Context: an optimization exercise on an open-source flow, tuned for small area, a short achievable clock period and few clock cycles per item. The choices shown serve that exercise and are no tape-out recipe. Function was checked by simulation only, so behaviour that the tests miss may differ from the original.

Setup of 04-10:
==> flow/design.v <==
module add_sk #(parameter W=8)
(
    input  [W-1:0] a, b,
    input          ci,
    output [W-1:0] s,
    output         co
);
localparam L = (W > 1) ? $clog2(W) : 1;
wire [W-1:0] g [0:L];
wire [W-1:0] p [0:L];
wire [W-1:0] p0 = a ^ b;
assign g[0] = (a & b) | {{(W-1){1'b0}}, p0[0] & ci};
assign p[0] = p0;
genvar l, i;
generate for (l = 0; l < L; l = l + 1) begin : g_lvl
    for (i = 0; i < W; i = i + 1) begin : g_bit
        if ((i >> l) & 1) begin : g_op
            localparam integer J = ((i >> l) << l) - 1;
            assign g[l+1][i] = g[l][i] | (p[l][i] & g[l][J]);
            assign p[l+1][i] = p[l][i] & p[l][J];
        end else begin : g_pass
            assign g[l+1][i] = g[l][i];
            assign p[l+1][i] = p[l][i];
        end
    end
end endgenerate
assign s  = p0 ^ {g[L][W-2:0], ci};
assign co = g[L][W-1];
endmodule
module csa #(parameter W=8)
(
    input  [W-1:0] x, y, z,
    output [W-1:0] s, c       
);
assign s = x ^ y ^ z;
wire [W-1:0] m = (x & y) | (x & z) | (y & z);
assign c = {m[W-2:0], 1'b0};
endmodule
module uint_div #(parameter WIDTH=38)
(
    input  [WIDTH-1:0] rem_in,      
    input              bit_in,      
    input  [WIDTH-1:0] divn,        
    output [WIDTH-1:0] rem_out,     
    output             q,           
    output [WIDTH:0]   sum          
);
wire [WIDTH:0] a = {rem_in, bit_in};
wire [WIDTH:0] d;
add_sk #(.W(WIDTH+1)) i_sub (.a(a), .b({1'b1, divn}), .ci(1'b1), .s(d), .co(q));
assign sum = d;
assign rem_out = q ? d[WIDTH-1:0] : a[WIDTH-1:0];
endmodule
module add_bk #(parameter W=8)
(
    input  [W-1:0] a, b,
    input          ci,
    output [W-1:0] s,
    output         co
);
localparam L = (W > 1) ? $clog2(W) : 1;
localparam NS = 2 * L;                        
wire [W-1:0] g [0:NS];
wire [W-1:0] p [0:NS];
wire [W-1:0] p0 = a ^ b;
assign g[0] = (a & b) | {{(W-1){1'b0}}, p0[0] & ci};
assign p[0] = p0;
genvar l, i;
generate
    for (l = 0; l < L; l = l + 1) begin : g_up
        for (i = 0; i < W; i = i + 1) begin : g_bit
            if (((i + 1) % (2 << l)) == 0) begin : g_op
                assign g[l+1][i] = g[l][i] | (p[l][i] & g[l][i - (1 << l)]);
                assign p[l+1][i] = p[l][i] & p[l][i - (1 << l)];
            end else begin : g_pass
                assign g[l+1][i] = g[l][i];
                assign p[l+1][i] = p[l][i];
            end
        end
    end
    for (l = 0; l < L; l = l + 1) begin : g_dn
        for (i = 0; i < W; i = i + 1) begin : g_bit
            if ((L - 1 - l) >= 0 && i >= (3 << (L - 1 - l)) - 1 &&
                ((i + 1 - (1 << (L - 1 - l))) % (2 << (L - 1 - l))) == 0) begin : g_op
                assign g[L+l+1][i] = g[L+l][i] | (p[L+l][i] & g[L+l][i - (1 << (L - 1 - l))]);
                assign p[L+l+1][i] = p[L+l][i] & p[L+l][i - (1 << (L - 1 - l))];
            end else begin : g_pass
                assign g[L+l+1][i] = g[L+l][i];
                assign p[L+l+1][i] = p[L+l][i];
            end
        end
    end
endgenerate
assign s  = p0 ^ {g[NS][W-2:0], ci};
assign co = g[NS][W-1];
endmodule
module div4_step #(parameter WIDTH=38)
(
    input  [WIDTH-1:0] rem_in,      
    input  [1:0]       bits_in,     
    input  [WIDTH-1:0] divn,        
    input  [WIDTH+1:0] div3n,       
    output [WIDTH-1:0] rem_out,     
    output [1:0]       q,           
    output [WIDTH+1:0] sum1,        
    output [WIDTH+1:0] sum2         
);
wire [WIDTH+1:0] x = {rem_in, bits_in};
wire [WIDTH+1:0] s1, s2, s3;
wire             c1, c2, c3;        
add_sk #(.W(WIDTH+2)) i_s1 (.a(x), .b({2'b11, divn}),       .ci(1'b1), .s(s1), .co(c1));
add_sk #(.W(WIDTH+2)) i_s2 (.a(x), .b({1'b1, divn, 1'b1}),  .ci(1'b1), .s(s2), .co(c2));
add_sk #(.W(WIDTH+2)) i_s3 (.a(x), .b(div3n),               .ci(1'b1), .s(s3), .co(c3));
assign rem_out = c3 ? s3[WIDTH-1:0] :
                 c2 ? s2[WIDTH-1:0] :
                 c1 ? s1[WIDTH-1:0] : x[WIDTH-1:0];
assign q       = {c2, c3 | (c1 & ~c2)};
assign sum1    = s1;
assign sum2    = s2;
endmodule
module div8_step #(parameter WIDTH=11)
(
    input  [WIDTH-1:0] rem_in,      
    input  [2:0]       bits_in,     
    input  [WIDTH+2:0] d1n, d3n, d5n, d7n,
    output [WIDTH-1:0] rem_out,     
    output [2:0]       q            
);
wire [WIDTH+2:0] x = {rem_in, bits_in};
wire [WIDTH+2:0] mn [1:7];          
assign mn[1] = d1n;
assign mn[2] = {d1n[WIDTH+1:0], 1'b1};
assign mn[3] = d3n;
assign mn[4] = {d1n[WIDTH:0], 2'b11};
assign mn[5] = d5n;
assign mn[6] = {d3n[WIDTH+1:0], 1'b1};
assign mn[7] = d7n;
wire [WIDTH+2:0] s [1:7];
wire [7:1]       c;                 
genvar j;
generate for (j = 1; j <= 7; j = j + 1) begin : g_sub
    add_sk #(.W(WIDTH+3)) i_s (.a(x), .b(mn[j]), .ci(1'b1), .s(s[j]), .co(c[j]));
end endgenerate
assign q = {c[4], c[6] | (c[2] & ~c[4]),
            c[7] | (c[5] & ~c[6]) | (c[3] & ~c[4]) | (c[1] & ~c[2])};
assign rem_out = c[7]          ? s[7][WIDTH-1:0] :
                 c[6]          ? s[6][WIDTH-1:0] :
                 c[5]          ? s[5][WIDTH-1:0] :
                 c[4]          ? s[4][WIDTH-1:0] :
                 c[3]          ? s[3][WIDTH-1:0] :
                 c[2]          ? s[2][WIDTH-1:0] :
                 c[1]          ? s[1][WIDTH-1:0] : x[WIDTH-1:0];
endmodule
module si570_math
(
    input             clk, resetn,
    input      [47:0] old_si570_regs,
    output     [47:0] new_si570_regs,
    output     [31:0] fxtal,
    input             start,
    output            idle
);
localparam NI  = 6;
localparam NC1 = (NI + 32) / 2;            
localparam NCS = 32 / 2;                   
localparam NC2 = 42 / 3;                   
wire[ 2:0] in_hs  = old_si570_regs[47:45];
wire[ 6:0] in_n1  = old_si570_regs[44:38];
wire[37:0] in_rf  = old_si570_regs[37:0];
reg        busy;
reg        prep1;        
reg        prep2;        
reg        sk;           
reg [4:0]  cnt;          
reg [3:0]  cnt2;         
reg [37:0] rfn;          
reg [39:0] r3n;          
reg        int_ph;       
reg [10:0] k;            
reg [13:0] k3n, k5n, k7n;   
reg [37:0] p1;           
reg [31:0] fq;           
reg [10:0] p2;           
reg [41:0] qd;           
assign fxtal          = fq;
assign new_si570_regs = {3'd0, 7'd3, qd[37:0]};
assign idle           = ~busy & ~start;
wire [7:0]  in_n  = {1'b0, in_n1} + 8'd1;
wire [10:0] in_k  = {1'b0, in_n, 2'b0} + (in_hs[0] ? {3'd0, in_n} : 11'd0)
                  + (in_hs[1] ? {2'd0, in_n, 1'b0} : 11'd0) + (in_hs[2] ? {1'b0, in_n, 2'b0} : 11'd0);
wire [33:0] mt0 = {k, 23'd0};
wire [33:0] mt1 = {3'd0, k, 20'd0};
wire [33:0] mt2 = {5'd0, k, 18'd0};
wire [33:0] mt3 = {7'd0, k, 16'd0};
wire [33:0] mt4 = {14'd0, k, 9'd0};
wire [33:0] mt5 = {15'd0, k, 8'd0};
wire [33:0] mt6 = ~{20'd0, k, 3'd0};      
wire [33:0] mt7 = {23'd0, k};
wire [33:0] ms1, mc1, ms2, mc2, ms3, mc3, ms4, mc4, ms5, mc5, ms, mc;
csa #(34) i_m1 (mt0, mt1, mt2, ms1, mc1);
csa #(34) i_m2 (mt3, mt4, mt5, ms2, mc2);
csa #(34) i_m3 (ms1, mc1, ms2, ms3, mc3);
csa #(34) i_m4 (mc2, mt6, mt7, ms4, mc4);
csa #(34) i_m5 (ms3, mc3, ms4, ms5, mc5);
csa #(34) i_m6 (ms5, mc5, mc4, ms, mc);
wire [13:0] k3 = {2'd0, k, 1'b0} + {3'd0, k};
wire [13:0] k5 = {1'b0, k, 2'b0} + {3'd0, k};
wire [13:0] k7 = {k, 3'b0} - {3'd0, k};
wire [43:0] es, ec, e;
csa #(44) i_e1 ({1'b0, ~rfn, 5'd0}, {6'd0, ~rfn}, {34'd0, k[10:1]}, es, ec);
add_sk #(44) i_e (.a(es), .b(ec), .ci(1'b0), .s(e), .co());
wire [37:0] r1;
wire [1:0]  q1;
wire [39:0] sum1;        
wire [39:0] sum2;        
div4_step #(.WIDTH(38)) u_div1 (
    .rem_in (p1),
    .bits_in(fq[31:30] & {2{int_ph}}),
    .divn   (rfn),
    .div3n  (r3n),
    .rem_out(r1),
    .q      (q1),
    .sum1   (sum1),
    .sum2   (sum2)
);
wire [33:0] m = sum1[33:0];
wire skip = (in_rf[37:34] != 0)
          | ((in_rf[37:33] != 0) && (k <= 11'd879))
          | ((in_rf[37:31] != 0) && (k <= 11'd219))
          | ((in_rf[37:29] != 0) && (k <= 11'd54));
wire [10:0] r2;
wire [2:0]  q2;
div8_step #(.WIDTH(11)) u_div2 (
    .rem_in (p2),
    .bits_in(qd[41:39]),
    .d1n    (~{3'd0, k}),
    .d3n    (k3n),
    .d5n    (k5n),
    .d7n    (k7n),
    .rem_out(r2),
    .q      (q2)
);
wire rf_phase = (cnt2 != 4'hF);
always @(posedge clk) begin
    if (resetn == 0) begin
        busy  <= 1'b0;
        prep1 <= 1'b0;
        prep2 <= 1'b0;
    end else if (!busy) begin
        if (start) begin
            busy  <= 1'b1;
            prep1 <= 1'b1;
        end
    end else if (prep1) begin
        prep1 <= 1'b0;
        prep2 <= 1'b1;
    end else if (prep2) begin
        prep2 <= 1'b0;
    end else if (cnt == 0) begin
        busy  <= 1'b0;
    end
end
always @(posedge clk) begin
    k3n <= ~k3;
    k5n <= ~k5;
    k7n <= ~k7;
    if (!busy) begin
        k      <= in_k;
        p1     <= {2'b11, ~in_rf[37:2]};
        int_ph <= 1'b1;
    end else if (prep1 | prep2) begin
        int_ph <= 1'b1;
    end else begin
        int_ph <= (cnt > NC1 - NI / 2);
    end
    if (prep1) r3n <= sum2;
    if (prep1) begin
        p1  <= {6'd0, ms[33:2]};
        rfn <= {4'd0, mc};
        cnt <= NC1 - 1;
    end else begin
        rfn <= ~in_rf;
        if (prep2) begin
            p1  <= skip ? {4'd0, m} : m[33:NI];
            cnt <= skip ? NCS - 1 : NC1 - 1;
        end else begin
            if (busy) p1 <= r1;
            cnt <= cnt - 1;
        end
    end
    if (prep1) begin
        p2   <= {9'd0, e[43:42]};
        cnt2 <= NC2 - 1;
    end else begin
        p2   <= r2;
        if (rf_phase) cnt2 <= cnt2 - 1;
    end
end
always @(posedge clk) begin
    if (!busy) begin
        if (start) fq[31:30] <= ~in_rf[1:0];
    end else if (prep1) begin
        fq[31:30] <= ms[1:0];
        qd        <= e[41:0];
    end else if (prep2) begin
        fq[31:26] <= skip ? 6'd0 : m[NI-1:0];
        if (rf_phase) qd <= {qd[38:0], q2};
    end else if (busy) begin
        fq <= {fq[29:0], q1};
        if (rf_phase) qd <= {qd[38:0], q2};
    end
end
endmodule
clock: 6.5 ns
lec_check: 0
cap_margin: 20
core_margin: 2
core_utilization: 55
setup_slack_margin: 2.0
slew_margin: 20
run.sh (not shown) runs the stock make flow with config.mk's settings and CLKGATE_MAP_FILE= SYNTH_SCRIPT=/design/flow/synth_recipe.tcl, a recipe that flattens the netlist after the stock synthesis.
04-10: no failed stages, no open violations at the end
Testbench counts of 04-10, summed over its fixed seeds: cycles 7,572, items 384.
## Diff of input files: 04-05 against 04-10
--- a/flow/design.v
+++ b/flow/design.v
@@ -176,9 +176,9 @@
 reg [37:0] rfn;          
 reg [39:0] r3n;          
 reg        int_ph;       
 reg [10:0] k;            
-reg [13:0] k3n, k5n, k7n;   
+wire [13:0] k3n, k5n, k7n;  
 reg [37:0] p1;           
 reg [31:0] fq;           
 reg [10:0] p2;           
 reg [41:0] qd;           
@@ -205,8 +205,11 @@
 csa #(34) i_m6 (ms5, mc5, mc4, ms, mc);
 wire [13:0] k3 = {2'd0, k, 1'b0} + {3'd0, k};
 wire [13:0] k5 = {1'b0, k, 2'b0} + {3'd0, k};
 wire [13:0] k7 = {k, 3'b0} - {3'd0, k};
+assign k3n = ~k3;
+assign k5n = ~k5;
+assign k7n = ~k7;
 wire [43:0] es, ec, e;
 csa #(44) i_e1 ({1'b0, ~rfn, 5'd0}, {6'd0, ~rfn}, {34'd0, k[10:1]}, es, ec);
 add_sk #(44) i_e (.a(es), .b(ec), .ci(1'b0), .s(e), .co());
 wire [37:0] r1;
@@ -260,11 +263,8 @@
         busy  <= 1'b0;
     end
 end
 always @(posedge clk) begin
-    k3n <= ~k3;
-    k5n <= ~k5;
-    k7n <= ~k7;
     if (!busy) begin
         k      <= in_k;
         p1     <= {2'b11, ~in_rf[37:2]};
         int_ph <= 1'b1;
[summary]
Wire length: 04-05 vs 04-10, no meaningful difference. Max sequential cell count across 04-05 and 04-10: 04-10. Going from 04-10 to 04-05, inverter count of the layout excluding clock inverters grows by 0.41%. Going from 04-10 to 04-05, worst slack on hold paths increased by 5.5 ps relative to the old numbers; worst setup slack went up; pre-CTS setup slack now smaller. Delta (04-05 minus 04-10): number of synthesized register bits moved down, non-clock buffer count went up 52, part of the cycle the worst path needs went down 0.19 points, maximum frequency has remained practically unchanged. The higher actual transition at the worst max-transition pin of 04-05 and 04-10 is in 04-10.
Testbench counts of 04-05, summed over its fixed seeds: cycles 7,572, items 384.

-- afterwards: timing with drivers on the ports --
The flow's constraints put no driver on any port. The routed layouts listed below were extracted and timed again, unchanged, in two steps. Step 1, drivers: a clkbuf_16 drives clk and a buf_2 each remaining input, both assumed. Step 2, shift: input delay + t, output delay - t, t = (earliest + latest rising clock arrival at the registers) / 2. This alone moves slack from input paths to output paths. Three values: no drivers, after step 1, after step 2; two values: the first two.
run	shift t [ns]	setup WS [ns]	worst register clock-pin slew, ns
04-10	0.602	1.936 / 1.936 / 1.703	0.06 / 0.06
04-05	0.641	1.948 / 1.948 / 1.495	0.07 / 0.07
After both steps every run listed still meets setup and hold. The setup slack of 04-05, which loses most, moves by 0.000 ns with the drivers and by -0.453 ns with both steps.
